From an optimization exercise on the open Yosys and OpenROAD flow, aimed at small area, a short achievable clock period and few clock cycles per item; shortcuts taken in it are not production practice.
The RTL was checked by simulation tests, not by an equivalence proof against the original design.
No activity file was given, so power comes from the tool's default toggle rates.

==> job 7550: inputs <==
==> flow/design.v <==
module md5_ctl(clk_i, rdy_i, msg_i, rst_i, hash_o, rdy_o, busy_o);
	input clk_i;
	input rdy_i;
	input [0:31] msg_i;
	input rst_i;
	output [0:127] hash_o;
	output rdy_o;
	output busy_o;
	reg idle, run, last, fin;
	reg rst_d;		 
	reg [5:0] k;		 
	reg go;			 
	reg [3:0] rr;		 
	reg [5:0] rq;		 
	reg [2:0] rsel;		 
	reg [31:0] pre;
	reg [31:0] a, b, c, d;
	reg [31:0] h0, h1, h2, h3;
	reg [511:0] mq;		 
	wire [31:0] msg = msg_i;
	wire [31:0] m_in = {msg[7:0], msg[15:8], msg[23:16], msg[31:24]};
	wire accept = rdy_i & ~run & ~last & ~fin;
	wire do_pre = accept | run;
	wire [5:0] k_n = do_pre ? k + 6'd1 : k;
	wire shift = accept | (run & (k != 6'd47));
	wire [63:0] kdec = 64'd1 << k;
	wire [31:0] tk;
	assign tk[0] = |(kdec & 64'he9debc225c74a6d4);
	assign tk[1] = |(kdec & 64'h5136030587297a7e);
	assign tk[2] = |(kdec & 64'h2547ad181f104a1a);
	assign tk[3] = |(kdec & 64'h41485228e8984b3d);
	assign tk[4] = |(kdec & 64'he4ea528062342d47);
	assign tk[5] = |(kdec & 64'h6a4cf2e429099e39);
	assign tk[6] = |(kdec & 64'h03d1e3d16bb7010f);
	assign tk[7] = |(kdec & 64'hdab66722efc86f1c);
	assign tk[8] = |(kdec & 64'h8c962a65378b7e92);
	assign tk[9] = |(kdec & 64'hf707837262ce4e7a);
	assign tk[10] = |(kdec & 64'h13e2cba28f690afb);
	assign tk[11] = |(kdec & 64'h11b269f995848518);
	assign tk[12] = |(kdec & 64'hf9d2fd8b08b63f86);
	assign tk[13] = |(kdec & 64'h334f479f30c32207);
	assign tk[14] = |(kdec & 64'hf7f2d17691cc6e6c);
	assign tk[15] = |(kdec & 64'he26a30b231ca0bab);
	assign tk[16] = |(kdec & 64'h545927ce77d0442a);
	assign tk[17] = |(kdec & 64'hf05a65f1fa9d04a3);
	assign tk[18] = |(kdec & 64'hc2e494bc663d8eba);
	assign tk[19] = |(kdec & 64'h2b73adf5e8156c19);
	assign tk[20] = |(kdec & 64'h701c31f70e8dfc58);
	assign tk[21] = |(kdec & 64'h2343c6dbf358c45d);
	assign tk[22] = |(kdec & 64'h5050342b7da64e93);
	assign tk[23] = |(kdec & 64'hc1ccfffd35c8b52a);
	assign tk[24] = |(kdec & 64'hb5f6502fdb88bfb9);
	assign tk[25] = |(kdec & 64'hdf6662e342b55621);
	assign tk[26] = |(kdec & 64'h3bf9ecdfec9564b5);
	assign tk[27] = |(kdec & 64'heb6c53adb048bfc2);
	assign tk[28] = |(kdec & 64'h324954c924512491);
	assign tk[29] = |(kdec & 64'hf75d23dd758d75d6);
	assign tk[30] = |(kdec & 64'h9b5bb66d6edbb5bb);
	assign tk[31] = |(kdec & 64'hb6edb6dbb6db6edb);
	reg [2:0] rn;
	always @* begin
		case (k_n)
		6'd0: rn = 3'd0;
		6'd1: rn = 3'd0;
		6'd2: rn = 3'd0;
		6'd3: rn = 3'd0;
		6'd4: rn = 3'd0;
		6'd5: rn = 3'd0;
		6'd6: rn = 3'd0;
		6'd7: rn = 3'd0;
		6'd8: rn = 3'd0;
		6'd9: rn = 3'd0;
		6'd10: rn = 3'd0;
		6'd11: rn = 3'd0;
		6'd12: rn = 3'd0;
		6'd13: rn = 3'd0;
		6'd14: rn = 3'd0;
		6'd15: rn = 3'd0;
		6'd16: rn = 3'd0;
		6'd17: rn = 3'd2;
		6'd18: rn = 3'd4;
		6'd19: rn = 3'd6;
		6'd20: rn = 3'd0;
		6'd21: rn = 3'd2;
		6'd22: rn = 3'd4;
		6'd23: rn = 3'd6;
		6'd24: rn = 3'd0;
		6'd25: rn = 3'd2;
		6'd26: rn = 3'd4;
		6'd27: rn = 3'd6;
		6'd28: rn = 3'd0;
		6'd29: rn = 3'd2;
		6'd30: rn = 3'd4;
		6'd31: rn = 3'd6;
		6'd32: rn = 3'd2;
		6'd33: rn = 3'd3;
		6'd34: rn = 3'd4;
		6'd35: rn = 3'd5;
		6'd36: rn = 3'd6;
		6'd37: rn = 3'd7;
		6'd38: rn = 3'd0;
		6'd39: rn = 3'd1;
		6'd40: rn = 3'd2;
		6'd41: rn = 3'd3;
		6'd42: rn = 3'd4;
		6'd43: rn = 3'd5;
		6'd44: rn = 3'd6;
		6'd45: rn = 3'd7;
		6'd46: rn = 3'd0;
		6'd47: rn = 3'd1;
		6'd48: rn = 3'd0;
		6'd49: rn = 3'd3;
		6'd50: rn = 3'd6;
		6'd51: rn = 3'd1;
		6'd52: rn = 3'd4;
		6'd53: rn = 3'd7;
		6'd54: rn = 3'd2;
		6'd55: rn = 3'd5;
		6'd56: rn = 3'd0;
		6'd57: rn = 3'd3;
		6'd58: rn = 3'd6;
		6'd59: rn = 3'd1;
		6'd60: rn = 3'd4;
		6'd61: rn = 3'd7;
		6'd62: rn = 3'd2;
		6'd63: rn = 3'd5;
		endcase
	end
	reg [3:0] rrn;
	reg [5:0] rqn;
	always @* begin
		case ({k[5:4], k[1:0]})
		4'd0: rrn = 4'd8;
		4'd1: rrn = 4'd1;
		4'd2: rrn = 4'd2;
		4'd3: rrn = 4'd4;
		4'd4: rrn = 4'd2;
		4'd5: rrn = 4'd2;
		4'd6: rrn = 4'd4;
		4'd7: rrn = 4'd1;
		4'd8: rrn = 4'd1;
		4'd9: rrn = 4'd8;
		4'd10: rrn = 4'd1;
		4'd11: rrn = 4'd8;
		4'd12: rrn = 4'd4;
		4'd13: rrn = 4'd4;
		4'd14: rrn = 4'd8;
		4'd15: rrn = 4'd2;
		endcase
		case ({k[5:4], k[1:0]})
		4'd0: rqn = 6'd2;
		4'd1: rqn = 6'd8;
		4'd2: rqn = 6'd16;
		4'd3: rqn = 6'd32;
		4'd4: rqn = 6'd2;
		4'd5: rqn = 6'd4;
		4'd6: rqn = 6'd8;
		4'd7: rqn = 6'd32;
		4'd8: rqn = 6'd2;
		4'd9: rqn = 6'd4;
		4'd10: rqn = 6'd16;
		4'd11: rqn = 6'd32;
		4'd12: rqn = 6'd2;
		4'd13: rqn = 6'd4;
		4'd14: rqn = 6'd8;
		4'd15: rqn = 6'd32;
		endcase
	end
	reg [31:0] mr;
	always @* begin
		case (rsel)
		3'd0: mr = mq[63:32];
		3'd1: mr = mq[127:96];
		3'd2: mr = mq[191:160];
		3'd3: mr = mq[255:224];
		3'd4: mr = mq[319:288];
		3'd5: mr = mq[383:352];
		3'd6: mr = mq[447:416];
		3'd7: mr = mq[511:480];
		endcase
	end
	wire [31:0] msel = run ? mr : m_in;
	wire [31:0] asel = go ? d : idle ? h0 : a;
	wire [31:0] pre_n = asel + msel + tk;
	reg [31:0] x1, x0;
	reg [31:0] x1_n, x0_n;
	wire [31:0] c_n, d_n;
	always @* begin
		case (k[5:4])
		2'd0: begin x1_n = c_n; x0_n = d_n; end
		2'd1: begin x1_n = c_n | d_n; x0_n = c_n & ~d_n; end
		2'd2: begin x1_n = ~(c_n ^ d_n); x0_n = c_n ^ d_n; end
		default: begin x1_n = ~c_n; x0_n = ~(c_n ^ d_n); end
		endcase
	end
	wire [31:0] f = (b & x1) | (~b & x0);
	wire [31:0] x = pre + f;
	wire [31:0] y1 = ({32{rr[0]}} & x) |
	    ({32{rr[1]}} & {x[30:0], x[31:31]}) |
	    ({32{rr[2]}} & {x[29:0], x[31:30]}) |
	    ({32{rr[3]}} & {x[28:0], x[31:29]});
	wire [31:0] r4 = ({32{rq[0]}} & y1) |
	    ({32{rq[1]}} & {y1[27:0], y1[31:28]}) |
	    ({32{rq[2]}} & {y1[23:0], y1[31:24]}) |
	    ({32{rq[3]}} & {y1[19:0], y1[31:20]}) |
	    ({32{rq[4]}} & {y1[15:0], y1[31:16]}) |
	    ({32{rq[5]}} & {y1[11:0], y1[31:12]});
	wire [31:0] bq = rst_d ? 32'hefcdab89 : b;
	wire [31:0] nb = bq + r4;
	wire hstep = (run & (k[5:1] == 5'b11111)) | last | fin;
	wire [31:0] hsum = h0 + b;
	always @(posedge clk_i) begin
		if (shift)
			mq <= {run ? mq[31:0] : m_in, mq[511:32]};
	end
	always @(posedge clk_i) begin
		if (rst_i) begin
			idle <= 1'b1;
			run <= 1'b0;
			last <= 1'b0;
			fin <= 1'b0;
			k <= 6'd0;
			go <= 1'b0;
		end else begin
			if (accept)
				idle <= 1'b0;
			else if (fin)
				idle <= 1'b1;
			if (accept && k == 6'd15)
				run <= 1'b1;
			else if (k == 6'd63)
				run <= 1'b0;
			last <= run && k == 6'd63;
			fin <= last;
			go <= do_pre;
			k <= k_n;
		end
	end
	always @(posedge clk_i) begin
		pre <= rst_i ? 32'd0 : do_pre ? pre_n : last ? h1 : 32'd0;
		rr <= last ? 4'd1 : rrn;
		rq <= last ? 6'd1 : rqn;
		rsel <= rn;
	end
	assign c_n = go ? b : idle ? h2 : c;
	assign d_n = go ? c : idle ? h1 : d;
	always @(posedge clk_i) begin
		if (go)
			a <= d;
		b <= nb;
		c <= c_n;
		d <= d_n;
		x1 <= do_pre & ~rst_i ? x1_n : 32'd0;
		x0 <= do_pre & ~rst_i ? x0_n : 32'd0;
		rst_d <= rst_i;
	end
	always @(posedge clk_i) begin
		if (rst_i) begin
			h0 <= 32'h67452301;
			h1 <= 32'h10325476;
			h2 <= 32'h98badcfe;
			h3 <= 32'hefcdab89;
		end else if (hstep) begin
			h0 <= h1;
			h1 <= h2;
			h2 <= h3;
			h3 <= hsum;
		end
	end
	assign hash_o = {h0[7:0], h0[15:8], h0[23:16], h0[31:24],
	    h3[7:0], h3[15:8], h3[23:16], h3[31:24],
	    h2[7:0], h2[15:8], h2[23:16], h2[31:24],
	    h1[7:0], h1[15:8], h1[23:16], h1[31:24]};
	assign rdy_o = idle;
	assign busy_o = ~idle;
endmodule
==> flow/flow/run.sh <==
#!/bin/bash
# The standard layout (standard.sh: the standard synthesis and ORFS flow) with three
# changes to how the layout is made; the clock period and constraints are the design's:
#  - the clock tree is built from clkbuf_16 with up to 25 sinks per cluster and no dummy loads;
#  - every input and output port still gets its own buffer, a buf_1.
set -euo pipefail
bash standard.sh SETUP_SLACK_MARGIN=8 \
  "CTS_ARGS=-sink_clustering_enable -repair_clock_nets -dont_use_dummy_load -buf_list sky130_fd_sc_hd__clkbuf_16 -sink_clustering_size 25 -sink_clustering_max_diameter 80" \
  "BUFFER_PORTS_ARGS=-buffer_cell sky130_fd_sc_hd__buf_1" \
  finish > make_finish.log 2>&1
==> flow/standard.sh <==
#!/bin/bash
# synth_recipe.tcl (not shown) runs the flow's synth.tcl, then flattens the netlist and writes it again
# the make line also repeats each setting of config.mk as NAME=value (left out here)
make -C /OpenROAD-flow-scripts/flow DESIGN_CONFIG=/design/flow/config.mk WORK_HOME=/design/flow/orfs CLKGATE_MAP_FILE= SYNTH_SCRIPT=/design/flow/synth_recipe.tcl "${@:-finish}"
==> flow/config.mk <==
export PLATFORM = sky130hd
export DESIGN_NAME = md5_ctl
export DESIGN_NICKNAME = md5_ctl
export VERILOG_FILES = /design/flow/design.v
export SDC_FILE = /design/flow/constraint.sdc
export NUM_CORES = 4
export LEC_CHECK = 0
export ABC_AREA = 1
export CAP_MARGIN = 20
export CORE_MARGIN = 2
export CORE_UTILIZATION = 30
export GPL_ROUTABILITY_DRIVEN = 0
export PLACE_DENSITY = 0.45
export SLEW_MARGIN = 20
==> flow/constraint.sdc <==
create_clock -name core_clock -period 12.5 [get_ports {clk_i}]
set_input_delay 2.5000 -clock core_clock [delete_from_list [all_inputs] [get_ports {clk_i}]]
set_output_delay 2.5000 -clock core_clock [all_outputs]
set_load 0.01 [all_outputs]
==> job 9491: changes against job 7550 <==
--- a/flow/design.v
+++ b/flow/design.v
@@ -8,9 +8,7 @@
 	output busy_o;
 	reg idle, run, last, fin;
-	reg rst_d;		 
 	reg [5:0] k;		 
 	reg go;			 
-	reg [3:0] rr;		 
-	reg [5:0] rq;		 
+	reg [4:0] sh;		 
 	reg [2:0] rsel;		 
 	reg [31:0] pre;
@@ -127,42 +125,23 @@
 		endcase
 	end
-	reg [3:0] rrn;
-	reg [5:0] rqn;
+	reg [4:0] sk;
 	always @* begin
 		case ({k[5:4], k[1:0]})
-		4'd0: rrn = 4'd8;
-		4'd1: rrn = 4'd1;
-		4'd2: rrn = 4'd2;
-		4'd3: rrn = 4'd4;
-		4'd4: rrn = 4'd2;
-		4'd5: rrn = 4'd2;
-		4'd6: rrn = 4'd4;
-		4'd7: rrn = 4'd1;
-		4'd8: rrn = 4'd1;
-		4'd9: rrn = 4'd8;
-		4'd10: rrn = 4'd1;
-		4'd11: rrn = 4'd8;
-		4'd12: rrn = 4'd4;
-		4'd13: rrn = 4'd4;
-		4'd14: rrn = 4'd8;
-		4'd15: rrn = 4'd2;
-		endcase
-		case ({k[5:4], k[1:0]})
-		4'd0: rqn = 6'd2;
-		4'd1: rqn = 6'd8;
-		4'd2: rqn = 6'd16;
-		4'd3: rqn = 6'd32;
-		4'd4: rqn = 6'd2;
-		4'd5: rqn = 6'd4;
-		4'd6: rqn = 6'd8;
-		4'd7: rqn = 6'd32;
-		4'd8: rqn = 6'd2;
-		4'd9: rqn = 6'd4;
-		4'd10: rqn = 6'd16;
-		4'd11: rqn = 6'd32;
-		4'd12: rqn = 6'd2;
-		4'd13: rqn = 6'd4;
-		4'd14: rqn = 6'd8;
-		4'd15: rqn = 6'd32;
+		4'd0: sk = 5'd7;
+		4'd1: sk = 5'd12;
+		4'd2: sk = 5'd17;
+		4'd3: sk = 5'd22;
+		4'd4: sk = 5'd5;
+		4'd5: sk = 5'd9;
+		4'd6: sk = 5'd14;
+		4'd7: sk = 5'd20;
+		4'd8: sk = 5'd4;
+		4'd9: sk = 5'd11;
+		4'd10: sk = 5'd16;
+		4'd11: sk = 5'd23;
+		4'd12: sk = 5'd6;
+		4'd13: sk = 5'd10;
+		4'd14: sk = 5'd15;
+		4'd15: sk = 5'd21;
 		endcase
 	end
@@ -181,5 +160,5 @@
 	end
 	wire [31:0] msel = run ? mr : m_in;
-	wire [31:0] asel = go ? d : idle ? h0 : a;
+	wire [31:0] asel = go ? d : a;
 	wire [31:0] pre_n = asel + msel + tk;
 	reg [31:0] x1, x0;
@@ -196,16 +175,10 @@
 	wire [31:0] f = (b & x1) | (~b & x0);
 	wire [31:0] x = pre + f;
-	wire [31:0] y1 = ({32{rr[0]}} & x) |
-	    ({32{rr[1]}} & {x[30:0], x[31:31]}) |
-	    ({32{rr[2]}} & {x[29:0], x[31:30]}) |
-	    ({32{rr[3]}} & {x[28:0], x[31:29]});
-	wire [31:0] r4 = ({32{rq[0]}} & y1) |
-	    ({32{rq[1]}} & {y1[27:0], y1[31:28]}) |
-	    ({32{rq[2]}} & {y1[23:0], y1[31:24]}) |
-	    ({32{rq[3]}} & {y1[19:0], y1[31:20]}) |
-	    ({32{rq[4]}} & {y1[15:0], y1[31:16]}) |
-	    ({32{rq[5]}} & {y1[11:0], y1[31:12]});
-	wire [31:0] bq = rst_d ? 32'hefcdab89 : b;
-	wire [31:0] nb = bq + r4;
+	wire [31:0] r0 = sh[0] ? {x[30:0], x[31]} : x;
+	wire [31:0] r1 = sh[1] ? {r0[29:0], r0[31:30]} : r0;
+	wire [31:0] r2 = sh[2] ? {r1[27:0], r1[31:28]} : r1;
+	wire [31:0] r3 = sh[3] ? {r2[23:0], r2[31:24]} : r2;
+	wire [31:0] r4 = sh[4] ? {r3[15:0], r3[31:16]} : r3;
+	wire [31:0] nb = b + r4;
 	wire hstep = (run & (k[5:1] == 5'b11111)) | last | fin;
 	wire [31:0] hsum = h0 + b;
@@ -238,20 +211,25 @@
 	end
 	always @(posedge clk_i) begin
-		pre <= rst_i ? 32'd0 : do_pre ? pre_n : last ? h1 : 32'd0;
-		rr <= last ? 4'd1 : rrn;
-		rq <= last ? 6'd1 : rqn;
+		pre <= pre_n;
+		sh <= sk;
 		rsel <= rn;
 	end
-	assign c_n = go ? b : idle ? h2 : c;
-	assign d_n = go ? c : idle ? h1 : d;
-	always @(posedge clk_i) begin
-		if (go)
+	assign c_n = rst_i ? 32'h98badcfe : go ? b : fin ? h3 : c;
+	assign d_n = rst_i ? 32'h10325476 : go ? c : fin ? h2 : d;
+	always @(posedge clk_i) begin
+		if (rst_i) begin
+			a <= 32'h67452301;
+			b <= 32'hefcdab89;
+		end else if (go) begin
 			a <= d;
-		b <= nb;
+			b <= nb;
+		end else if (fin) begin
+			a <= h1;
+			b <= hsum;
+		end
 		c <= c_n;
 		d <= d_n;
-		x1 <= do_pre & ~rst_i ? x1_n : 32'd0;
-		x0 <= do_pre & ~rst_i ? x0_n : 32'd0;
-		rst_d <= rst_i;
+		x1 <= x1_n;
+		x0 <= x0_n;
 	end
 	always @(posedge clk_i) begin
==> flow/flow/run.sh (replaced) <==
#!/bin/bash
set -euo pipefail
bash standard.sh SETUP_SLACK_MARGIN=8 finish > make_finish.log 2>&1
--- a/flow/config.mk
+++ b/flow/config.mk
@@ -10,5 +10,3 @@
 export CORE_MARGIN = 2
 export CORE_UTILIZATION = 30
-export GPL_ROUTABILITY_DRIVEN = 0
-export PLACE_DENSITY = 0.45
 export SLEW_MARGIN = 20
==> job 4330: changes against job 7550 <==
--- a/flow/design.v
+++ b/flow/design.v
@@ -8,9 +8,7 @@
 	output busy_o;
 	reg idle, run, last, fin;
-	reg rst_d;		 
 	reg [5:0] k;		 
 	reg go;			 
-	reg [3:0] rr;		 
-	reg [5:0] rq;		 
+	reg [4:0] sh;		 
 	reg [2:0] rsel;		 
 	reg [31:0] pre;
@@ -127,42 +125,23 @@
 		endcase
 	end
-	reg [3:0] rrn;
-	reg [5:0] rqn;
+	reg [4:0] sk;
 	always @* begin
 		case ({k[5:4], k[1:0]})
-		4'd0: rrn = 4'd8;
-		4'd1: rrn = 4'd1;
-		4'd2: rrn = 4'd2;
-		4'd3: rrn = 4'd4;
-		4'd4: rrn = 4'd2;
-		4'd5: rrn = 4'd2;
-		4'd6: rrn = 4'd4;
-		4'd7: rrn = 4'd1;
-		4'd8: rrn = 4'd1;
-		4'd9: rrn = 4'd8;
-		4'd10: rrn = 4'd1;
-		4'd11: rrn = 4'd8;
-		4'd12: rrn = 4'd4;
-		4'd13: rrn = 4'd4;
-		4'd14: rrn = 4'd8;
-		4'd15: rrn = 4'd2;
-		endcase
-		case ({k[5:4], k[1:0]})
-		4'd0: rqn = 6'd2;
-		4'd1: rqn = 6'd8;
-		4'd2: rqn = 6'd16;
-		4'd3: rqn = 6'd32;
-		4'd4: rqn = 6'd2;
-		4'd5: rqn = 6'd4;
-		4'd6: rqn = 6'd8;
-		4'd7: rqn = 6'd32;
-		4'd8: rqn = 6'd2;
-		4'd9: rqn = 6'd4;
-		4'd10: rqn = 6'd16;
-		4'd11: rqn = 6'd32;
-		4'd12: rqn = 6'd2;
-		4'd13: rqn = 6'd4;
-		4'd14: rqn = 6'd8;
-		4'd15: rqn = 6'd32;
+		4'd0: sk = 5'd7;
+		4'd1: sk = 5'd12;
+		4'd2: sk = 5'd17;
+		4'd3: sk = 5'd22;
+		4'd4: sk = 5'd5;
+		4'd5: sk = 5'd9;
+		4'd6: sk = 5'd14;
+		4'd7: sk = 5'd20;
+		4'd8: sk = 5'd4;
+		4'd9: sk = 5'd11;
+		4'd10: sk = 5'd16;
+		4'd11: sk = 5'd23;
+		4'd12: sk = 5'd6;
+		4'd13: sk = 5'd10;
+		4'd14: sk = 5'd15;
+		4'd15: sk = 5'd21;
 		endcase
 	end
@@ -181,5 +160,5 @@
 	end
 	wire [31:0] msel = run ? mr : m_in;
-	wire [31:0] asel = go ? d : idle ? h0 : a;
+	wire [31:0] asel = go ? d : a;
 	wire [31:0] pre_n = asel + msel + tk;
 	reg [31:0] x1, x0;
@@ -196,16 +175,10 @@
 	wire [31:0] f = (b & x1) | (~b & x0);
 	wire [31:0] x = pre + f;
-	wire [31:0] y1 = ({32{rr[0]}} & x) |
-	    ({32{rr[1]}} & {x[30:0], x[31:31]}) |
-	    ({32{rr[2]}} & {x[29:0], x[31:30]}) |
-	    ({32{rr[3]}} & {x[28:0], x[31:29]});
-	wire [31:0] r4 = ({32{rq[0]}} & y1) |
-	    ({32{rq[1]}} & {y1[27:0], y1[31:28]}) |
-	    ({32{rq[2]}} & {y1[23:0], y1[31:24]}) |
-	    ({32{rq[3]}} & {y1[19:0], y1[31:20]}) |
-	    ({32{rq[4]}} & {y1[15:0], y1[31:16]}) |
-	    ({32{rq[5]}} & {y1[11:0], y1[31:12]});
-	wire [31:0] bq = rst_d ? 32'hefcdab89 : b;
-	wire [31:0] nb = bq + r4;
+	wire [31:0] r0 = sh[0] ? {x[30:0], x[31]} : x;
+	wire [31:0] r1 = sh[1] ? {r0[29:0], r0[31:30]} : r0;
+	wire [31:0] r2 = sh[2] ? {r1[27:0], r1[31:28]} : r1;
+	wire [31:0] r3 = sh[3] ? {r2[23:0], r2[31:24]} : r2;
+	wire [31:0] r4 = sh[4] ? {r3[15:0], r3[31:16]} : r3;
+	wire [31:0] nb = b + r4;
 	wire hstep = (run & (k[5:1] == 5'b11111)) | last | fin;
 	wire [31:0] hsum = h0 + b;
@@ -238,20 +211,25 @@
 	end
 	always @(posedge clk_i) begin
-		pre <= rst_i ? 32'd0 : do_pre ? pre_n : last ? h1 : 32'd0;
-		rr <= last ? 4'd1 : rrn;
-		rq <= last ? 6'd1 : rqn;
+		pre <= pre_n;
+		sh <= sk;
 		rsel <= rn;
 	end
-	assign c_n = go ? b : idle ? h2 : c;
-	assign d_n = go ? c : idle ? h1 : d;
-	always @(posedge clk_i) begin
-		if (go)
+	assign c_n = rst_i ? 32'h98badcfe : go ? b : fin ? h3 : c;
+	assign d_n = rst_i ? 32'h10325476 : go ? c : fin ? h2 : d;
+	always @(posedge clk_i) begin
+		if (rst_i) begin
+			a <= 32'h67452301;
+			b <= 32'hefcdab89;
+		end else if (go) begin
 			a <= d;
-		b <= nb;
+			b <= nb;
+		end else if (fin) begin
+			a <= h1;
+			b <= hsum;
+		end
 		c <= c_n;
 		d <= d_n;
-		x1 <= do_pre & ~rst_i ? x1_n : 32'd0;
-		x0 <= do_pre & ~rst_i ? x0_n : 32'd0;
-		rst_d <= rst_i;
+		x1 <= x1_n;
+		x0 <= x0_n;
 	end
 	always @(posedge clk_i) begin
==> flow/run.sh (new file) <==
#!/bin/bash
# synth_recipe.tcl (not shown) runs the flow's synth.tcl, then flattens the netlist and writes it again
# the make line also repeats each setting of config.mk as NAME=value (left out here)
make -C /OpenROAD-flow-scripts/flow DESIGN_CONFIG=/design/flow/config.mk WORK_HOME=/design/flow/orfs CLKGATE_MAP_FILE= SYNTH_SCRIPT=/design/flow/synth_recipe.tcl finish
--- a/flow/config.mk
+++ b/flow/config.mk
@@ -10,5 +10,4 @@
 export CORE_MARGIN = 2
 export CORE_UTILIZATION = 30
-export GPL_ROUTABILITY_DRIVEN = 0
-export PLACE_DENSITY = 0.45
+export SETUP_SLACK_MARGIN = 5
 export SLEW_MARGIN = 20
removed: flow/flow/run.sh
removed: flow/standard.sh
==> job 4043: changes against job 7550 <==
--- a/flow/design.v
+++ b/flow/design.v
@@ -9,4 +9,6 @@
 	reg idle, run, last, fin;
 	reg rst_d;		 
+	reg wpend;		 
+	reg [31:0] min;		 
 	reg [5:0] k;		 
 	reg go;			 
@@ -21,7 +23,7 @@
 	wire [31:0] m_in = {msg[7:0], msg[15:8], msg[23:16], msg[31:24]};
 	wire accept = rdy_i & ~run & ~last & ~fin;
-	wire do_pre = accept | run;
+	wire do_pre = wpend | run;
 	wire [5:0] k_n = do_pre ? k + 6'd1 : k;
-	wire shift = accept | (run & (k != 6'd47));
+	wire shift = wpend | (run & (k != 6'd47));
 	wire [63:0] kdec = 64'd1 << k;
 	wire [31:0] tk;
@@ -180,6 +182,6 @@
 		endcase
 	end
-	wire [31:0] msel = run ? mr : m_in;
-	wire [31:0] asel = go ? d : idle ? h0 : a;
+	wire [31:0] msel = run ? mr : min;
+	wire [31:0] asel = go ? d : (k == 6'd0) ? h0 : a;
 	wire [31:0] pre_n = asel + msel + tk;
 	reg [31:0] x1, x0;
@@ -212,5 +214,5 @@
 	always @(posedge clk_i) begin
 		if (shift)
-			mq <= {run ? mq[31:0] : m_in, mq[511:32]};
+			mq <= {run ? mq[31:0] : min, mq[511:32]};
 	end
 	always @(posedge clk_i) begin
@@ -222,10 +224,12 @@
 			k <= 6'd0;
 			go <= 1'b0;
+			wpend <= 1'b0;
 		end else begin
+			wpend <= accept;
 			if (accept)
 				idle <= 1'b0;
 			else if (fin)
 				idle <= 1'b1;
-			if (accept && k == 6'd15)
+			if (do_pre && k == 6'd15)
 				run <= 1'b1;
 			else if (k == 6'd63)
@@ -242,4 +246,5 @@
 		rq <= last ? 6'd1 : rqn;
 		rsel <= rn;
+		min <= m_in;
 	end
 	assign c_n = go ? b : idle ? h2 : c;
--- a/flow/config.mk
+++ b/flow/config.mk
@@ -10,5 +10,3 @@
 export CORE_MARGIN = 2
 export CORE_UTILIZATION = 30
-export GPL_ROUTABILITY_DRIVEN = 0
-export PLACE_DENSITY = 0.45
 export SLEW_MARGIN = 20
==> notes.md <==
- Critical path depth, lowest first: job 7550, job 4330, job 4043, job 9491.
- In sequential power, job 4043 and job 7550 hardly differ.
- Clock skew: job 7550 > job 9491 > job 4043 > job 4330.
- Combinational power: job 4043 < job 4330 < job 7550 < job 9491.
- Clock-buffer cell count: job 4330 > job 9491 > job 7550 > job 4043.
Testbench counts of job 7550, summed over its fixed seeds: cycles 29,892, blocks 450.
Testbench counts of job 9491, summed over its fixed seeds: cycles 29,892, blocks 450.
Testbench counts of job 4330, summed over its fixed seeds: cycles 29,892, blocks 450.
Testbench counts of job 4043, summed over its fixed seeds: cycles 30,342, blocks 450.

port drivers added, routing unchanged:
How much do the figures lean on ideal ports? The routed layouts below were timed once more, with nothing changed but the port constraints.
Step 1 assumes that a clkbuf_16 drives the clock port and a buf_2 every other input.
Step 2 moves the port delays by t, midway between the first and last clock arrival at a register: inputs arrive t later, outputs are due t later. That takes back most of the time a late clock gives input paths.
a / b / c = no drivers / after step 1 / after step 2; a / b = the first two.
run | shift t [ns] | slack for setup (ns) | worst setup path after step 2
job 7550 | 0.738 | 7.823 / 7.849 / 7.145 | input to register
job 9491 | 0.811 | 7.524 / 7.524 / 7.036 | input to register
job 4330 | 0.794 | 6.212 / 6.212 / 6.031 | input to register
job 4043 | 0.726 | 7.950 / 7.950 / 7.588 | input to register
After both steps setup and hold are still met in every run listed. For job 7550, which loses most, drivers alone change the setup slack by +0.026 ns; drivers and shift together by -0.678 ns.
